Context: an optimization exercise on an open-source flow, tuned for small area. The choices shown serve that exercise and are no tape-out recipe.
In this exercise RTL edits were held to simulation tests only and were not proved equivalent to the original.
No activity file was given, so power comes from the tool's default toggle rates. No driver is modelled on the clock port, so clocking that relies on it looks cheaper here than on a real chip.

==> inputs of 03-22 <==
## TOP_FIR
module TOP_FIR(clk, rst, data_in, data_out);
input clk, rst;
input [15:0] data_in;
output [15:0] data_out;
reg [15:0] data_out;
reg [15:0] d [0:34];
reg [4:0] lf;                  
reg f18, f19;                  
reg n34, n35;                  
reg [7:0] nlo;                 
reg [7:0] nhi;                 
reg [7:0] ylo;                 
reg cn7, kn8, cy7, ky8;        
integer i;
wire [7:0] na_l = ~(d[17][7:0] & {8{f18}});       
wire [15:8] na_h = ~(d[18][15:8] & {8{f19}});     
wire [3:0] a_l = ~na_l[3:0];                       
wire [11:4] a_h = {~na_h[11:8], ~d[18][7:4] & {4{f19}}};    
wire [7:0] b_l = ~d[33][7:0] & {8{~n34}};          
wire [15:8] b_h = ~d[34][15:8] & {8{~n35}};        
always @(posedge clk) begin
	d[0] <= data_in;
	for (i = 1; i < 35; i = i + 1)
		d[i] <= d[i-1];
	d[18][7:0] <= na_l;
	d[19][15:8] <= na_h;
end
always @(posedge clk) begin
	if (rst) begin
		lf <= 5'd0;
		f18 <= 1'b0;
		f19 <= 1'b0;
		n34 <= 1'b1;
		n35 <= 1'b1;
	end else begin
		lf <= {lf[3:0], ~(lf[4] ^ lf[0])};
		f18 <= f18 | (lf[4] & lf[3] & ~lf[0]);
		f19 <= f18;
		n34 <= n34 & ~(f18 & lf[3] & lf[2] & lf[1]);
		n35 <= n34;
	end
end
genvar g;
wire [7:0] nl_p = nlo ^ b_l ^ na_l;
wire [7:0] nl_c = (nlo & b_l) | (nlo & na_l) | (b_l & na_l);
wire [7:0] nl_q = {nl_c[6:0], 1'b1};
wire [8:0] nl_k;
wire [7:0] nl_s;
assign nl_k[0] = 1'b0;
generate for (g = 0; g < 8; g = g + 1) begin : nl_add
  ...
clock: 5.0 ns
lec_check: 0
cap_margin: 20
core_margin: 2
core_utilization: 70
place_density: 0.85
slew_margin: 20
standard.sh (not shown) runs the stock make flow with config.mk's settings and CLKGATE_MAP_FILE= SYNTH_SCRIPT=/design/flow/synth_recipe.tcl, a recipe that flattens the netlist after the stock synthesis.
==> flow/flow/run.sh <==
#!/bin/bash
# The standard layout (standard.sh) with these changes:
#  - after the standard synthesis, flow/handmap.py rebuilds the logic in front of
#    the accumulator registers as the carry-save / ripple-carry adders the RTL
#    describes, and flow/polopt.py re-chooses the polarity of the full-adder and xor cells
#    and the type of two-input gates to drop inverters. Both keep the netlist
#    logically the same and leave every register, its name and cell type alone;
#  - clock tree synthesis adds no dummy loads, clusters up to 37 sinks per
#    buffer and uses clkbuf_4 above the leaf buffers;
#  - port buffers are buf_1.
set -e
W=$PWD
R=$W/orfs/results/sky130hd/TOP_FIR/base
export CTS_ARGS="-sink_clustering_enable -repair_clock_nets -dont_use_dummy_load -buf_list sky130_fd_sc_hd__clkbuf_16 -root_buf sky130_fd_sc_hd__clkbuf_4 -sink_clustering_size 37 -sink_clustering_max_diameter 100"
export BUFFER_PORTS_ARGS="-buffer_cell sky130_fd_sc_hd__buf_1"
bash standard.sh $R/1_2_yosys.v > standard_synth.log 2>&1
cp $R/1_2_yosys.v $W/1_2_yosys_std.v
python3 $W/flow/handmap.py $W/1_2_yosys_std.v $W/1_2_yosys_hm.v > handmap.log 2>&1
python3 $W/flow/polopt.py $W/1_2_yosys_hm.v $R/1_2_yosys.v > polopt.log 2>&1
bash standard.sh > standard.log 2>&1
Other scripts of this flow, unchanged in this note and not shown: flow/flow/handmap.py, flow/flow/polopt.py
==> 12-12 (differences from 03-22) <==
--- a/flow/flow/run.sh
+++ b/flow/flow/run.sh
@@ -6,5 +6,5 @@
 #    and the type of two-input gates to drop inverters. Both keep the netlist
 #    logically the same and leave every register, its name and cell type alone;
-#  - clock tree synthesis adds no dummy loads, clusters up to 37 sinks per
+#  - clock tree synthesis adds no dummy loads, clusters up to 36 sinks per
 #    buffer and uses clkbuf_4 above the leaf buffers;
 #  - port buffers are buf_1.
@@ -12,5 +12,5 @@
 W=$PWD
 R=$W/orfs/results/sky130hd/TOP_FIR/base
-export CTS_ARGS="-sink_clustering_enable -repair_clock_nets -dont_use_dummy_load -buf_list sky130_fd_sc_hd__clkbuf_16 -root_buf sky130_fd_sc_hd__clkbuf_4 -sink_clustering_size 37 -sink_clustering_max_diameter 100"
+export CTS_ARGS="-sink_clustering_enable -repair_clock_nets -dont_use_dummy_load -buf_list sky130_fd_sc_hd__clkbuf_16 -root_buf sky130_fd_sc_hd__clkbuf_4 -sink_clustering_size 36 -sink_clustering_max_diameter 100"
 export BUFFER_PORTS_ARGS="-buffer_cell sky130_fd_sc_hd__buf_1"
 bash standard.sh $R/1_2_yosys.v > standard_synth.log 2>&1
==> run notes <==
                                                                  12-12                    03-22
Antenna violations before repair                                      2                        1
Destination of the worst hold path                     d[17][0]$_DFF_P_          d[6][4]$_DFF_P_
Run status                                      complete, no violations  complete, no violations
Switching part of the total power                                 20.9%                    21.0%
Starting DRT DRC Count                                              190                      198
Routing usage on met3                                             3.05%                    2.75%
Worst Hold Launch                                      d[16][0]$_DFF_P_          d[5][4]$_DFF_P_
WL/cell                                                         14.0 um                  14.0 um
Minimum hold slack                                             0.274 ns                 0.268 ns
Vias in the first global route                                     5092                     5115
Fraction of met2 tracks used by global routing                    26.9%                    27.2%
Tot Pwr                                                       0.00751 W                0.00751 W
Upper clock frequency limit                                     225 MHz                  223 MHz
Total wire length after detailed routing                       15300 um                 15300 um

* * *

==> job 9922: inputs <==
Another version of the RTL of TOP_FIR (not shown whole).
// TOP_FIR
module TOP_FIR(clk, rst, data_in, data_out);
input clk, rst;
input [15:0] data_in;
output [15:0] data_out;
reg [15:0] data_out;
reg [15:0] d [0:34];
reg [4:0] lf;                  
reg f18, f19, f34, f35;        
reg [7:0] nlo;                 
reg [7:0] nhi;                 
reg [7:0] ylo;                 
reg cn7, kn8, cy7, ky8;        
integer i;
always @(posedge clk) begin
	d[0] <= data_in;
	for (i = 1; i < 35; i = i + 1)
		d[i] <= d[i-1];
end
always @(posedge clk) begin
	if (rst) begin
		lf <= 5'd0;
		f18 <= 1'b0;
		f19 <= 1'b0;
		f34 <= 1'b0;
		f35 <= 1'b0;
	end else begin
		lf <= {lf[3:0], ~(lf[4] ^ lf[0])};
		f18 <= f18 | (lf[4] & lf[3] & ~lf[0]);
		f19 <= f18;
		f34 <= f34 | (f18 & lf[3] & lf[2] & lf[1]);
		f35 <= f34;
	end
end
wire [15:0] a_h = d[18] & {16{f19}};    
wire [15:0] b_h = d[34] & {16{f35}};    
wire [15:0] a_l = d[17] & {16{f18}};    
wire [15:0] b_l = d[33] & {16{f34}};    
genvar g;
wire [7:0] nl_p = nlo ^ b_l[7:0] ^ ~a_l[7:0];
wire [7:0] nl_c = (nlo & b_l[7:0]) | (nlo & ~a_l[7:0]) | (b_l[7:0] & ~a_l[7:0]);
wire [7:0] nl_q = {nl_c[6:0], 1'b1};
wire [8:0] nl_k;
wire [7:0] nl_s;
assign nl_k[0] = 1'b0;
generate for (g = 0; g < 8; g = g + 1) begin : nl_add
	assign nl_s[g] = nl_p[g] ^ nl_q[g] ^ nl_k[g];
	assign nl_k[g+1] = (nl_p[g] & nl_q[g]) | (nl_p[g] & nl_k[g]) | (nl_q[g] & nl_k[g]);
end endgenerate
wire [7:0] nh_p = nhi ^ b_h[15:8] ^ ~a_h[15:8];
wire [7:0] nh_c = (nhi & b_h[15:8]) | (nhi & ~a_h[15:8]) | (b_h[15:8] & ~a_h[15:8]);
wire [7:0] nh_q = {nh_c[6:0], cn7};
wire [8:0] nh_k;
wire [7:0] nh_s;
assign nh_k[0] = kn8;
generate for (g = 0; g < 8; g = g + 1) begin : nh_add
	assign nh_s[g] = nh_p[g] ^ nh_q[g] ^ nh_k[g];
	assign nh_k[g+1] = (nh_p[g] & nh_q[g]) | (nh_p[g] & nh_k[g]) | (nh_q[g] & nh_k[g]);
end endgenerate
wire [3:0] yl0_s;
wire [4:0] yl0_k;
assign yl0_k[0] = 1'b0;
generate for (g = 0; g < 4; g = g + 1) begin : yl0_add
	assign yl0_s[g] = ylo[g] ^ nlo[g] ^ yl0_k[g];
	assign yl0_k[g+1] = (ylo[g] & nlo[g]) | (ylo[g] & yl0_k[g]) | (nlo[g] & yl0_k[g]);
end endgenerate
  ...
==> flow/config.mk <==
export PLATFORM = sky130hd
export DESIGN_NAME = TOP_FIR
export DESIGN_NICKNAME = TOP_FIR
export VERILOG_FILES = /design/flow/design.v
export SDC_FILE = /design/flow/constraint.sdc
export NUM_CORES = 4
export LEC_CHECK = 0
export CAP_MARGIN = 20
export CORE_MARGIN = 2
export CORE_UTILIZATION = 75
export PLACE_DENSITY = 0.92
export SLEW_MARGIN = 20
==> flow/constraint.sdc <==
create_clock -name core_clock -period 5.0 [get_ports {clk}]
set_input_delay 1.0000 -clock core_clock [delete_from_list [all_inputs] [get_ports {clk}]]
set_output_delay 1.0000 -clock core_clock [all_outputs]
set_load 0.01 [all_outputs]
==> flow/flow/run.sh <==
#!/bin/bash
# The standard layout (standard.sh) with these changes:
#  - after the standard synthesis, flow/handmap.py rebuilds the logic in front of
#    the accumulator registers as the carry-save / ripple-carry adders the RTL
#    describes, and flow/polopt2.py re-chooses the polarity of the full-adder cells
#    and the type of two-input gates to drop inverters. Both keep the netlist
#    logically the same and leave every register, its name and cell type alone;
#  - clock tree synthesis adds no dummy loads and clusters up to 37 sinks per buffer;
#  - port buffers are buf_1.
set -e
W=$PWD
R=$W/orfs/results/sky130hd/TOP_FIR/base
export CTS_ARGS="-sink_clustering_enable -repair_clock_nets -dont_use_dummy_load -buf_list sky130_fd_sc_hd__clkbuf_16 -sink_clustering_size 37 -sink_clustering_max_diameter 100"
export BUFFER_PORTS_ARGS="-buffer_cell sky130_fd_sc_hd__buf_1"
bash standard.sh $R/1_2_yosys.v > standard_synth.log 2>&1
cp $R/1_2_yosys.v $W/1_2_yosys_std.v
python3 $W/flow/handmap.py $W/1_2_yosys_std.v $W/1_2_yosys_hm.v > handmap.log 2>&1
python3 $W/flow/polopt2.py $W/1_2_yosys_hm.v $R/1_2_yosys.v > polopt.log 2>&1
bash standard.sh > standard.log 2>&1
Other scripts of this flow, unchanged in this note and not shown: flow/flow/handmap.py, flow/flow/polopt2.py
==> job 4285 (differences from job 9922) <==
--- a/flow/flow/run.sh
+++ b/flow/flow/run.sh
@@ -7,3 +7,3 @@
 #    logically the same and leave every register, its name and cell type alone;
-#  - clock tree synthesis adds no dummy loads and clusters up to 37 sinks per buffer;
+#  - clock tree synthesis adds no dummy loads and clusters up to 35 sinks per buffer;
 #  - port buffers are buf_1.
@@ -12,3 +12,3 @@
 R=$W/orfs/results/sky130hd/TOP_FIR/base
-export CTS_ARGS="-sink_clustering_enable -repair_clock_nets -dont_use_dummy_load -buf_list sky130_fd_sc_hd__clkbuf_16 -sink_clustering_size 37 -sink_clustering_max_diameter 100"
+export CTS_ARGS="-sink_clustering_enable -repair_clock_nets -dont_use_dummy_load -buf_list sky130_fd_sc_hd__clkbuf_16 -sink_clustering_size 41 -sink_clustering_max_diameter 100"
 export BUFFER_PORTS_ARGS="-buffer_cell sky130_fd_sc_hd__buf_1"
CORE_UTILIZATION = 80   (was 75)
==> qor summary <==
Status: job 4285 aborted with a tool error; job 9922 no timing/DRC/antenna violations
Last stage reached: job 4285 detailed placement (3_5_place_dp); job 9922 -
Y dimension of the die: job 4285 136 µm; job 9922 140 µm
Boundary pin count: job 4285 34; job 9922 34
FP Rows: job 4285 48; job 9922 49
Synthesized area per cell: job 4285 17.9 µm²; job 9922 17.9 µm²
Post-synthesis cell area: job 4285 13,800 µm²; job 9922 13,800 µm²
PortBufs: job 4285 33; job 9922 33
Initial core utilization: job 4285 0.809; job 9922 0.768
Chip Width: job 4285 136 µm; job 9922 140 µm
Number of warnings reported in the yosys synthesis log: job 4285 2; job 9922 2
Nets in the synthesized netlist: job 4285 847; job 9922 847
Weighted congestion at the end of routability-driven global placement: job 4285 0.775; job 9922 0.853
Gate count after technology mapping: job 4285 774; job 9922 774

what the ideal ports hide:
The flow's constraints put no driver on any port. The routed layouts listed below were extracted and timed again, unchanged, in two steps. Step 1 (the two cells are an assumption about what drives the block):
set clk [get_ports {clk}]
set_driving_cell -lib_cell sky130_fd_sc_hd__clkbuf_16 $clk
set_driving_cell -lib_cell sky130_fd_sc_hd__buf_2 [delete_from_list [all_inputs] $clk]
Step 2 times the ports against the registers' clock, not the clock port: input delays grow and output delays shrink by t, the midpoint of the rising clock arrivals with the driver on. a / b / c = no drivers / after step 1 / after step 2; a / b = the first two.
run	shift t [ns]	setup slack, ns	hold slack, ns	worst setup path at the end
03-22	0.768	0.524 / 0.524 / 0.524	0.268 / 0.268 / 0.268	register to register
12-12	0.769	0.558 / 0.558 / 0.558	0.274 / 0.274 / 0.274	register to register
job 9922	0.559	0.268 / 0.268 / 0.268	0.271 / 0.271 / 0.271	register to register
After both steps every run listed still meets setup and hold.
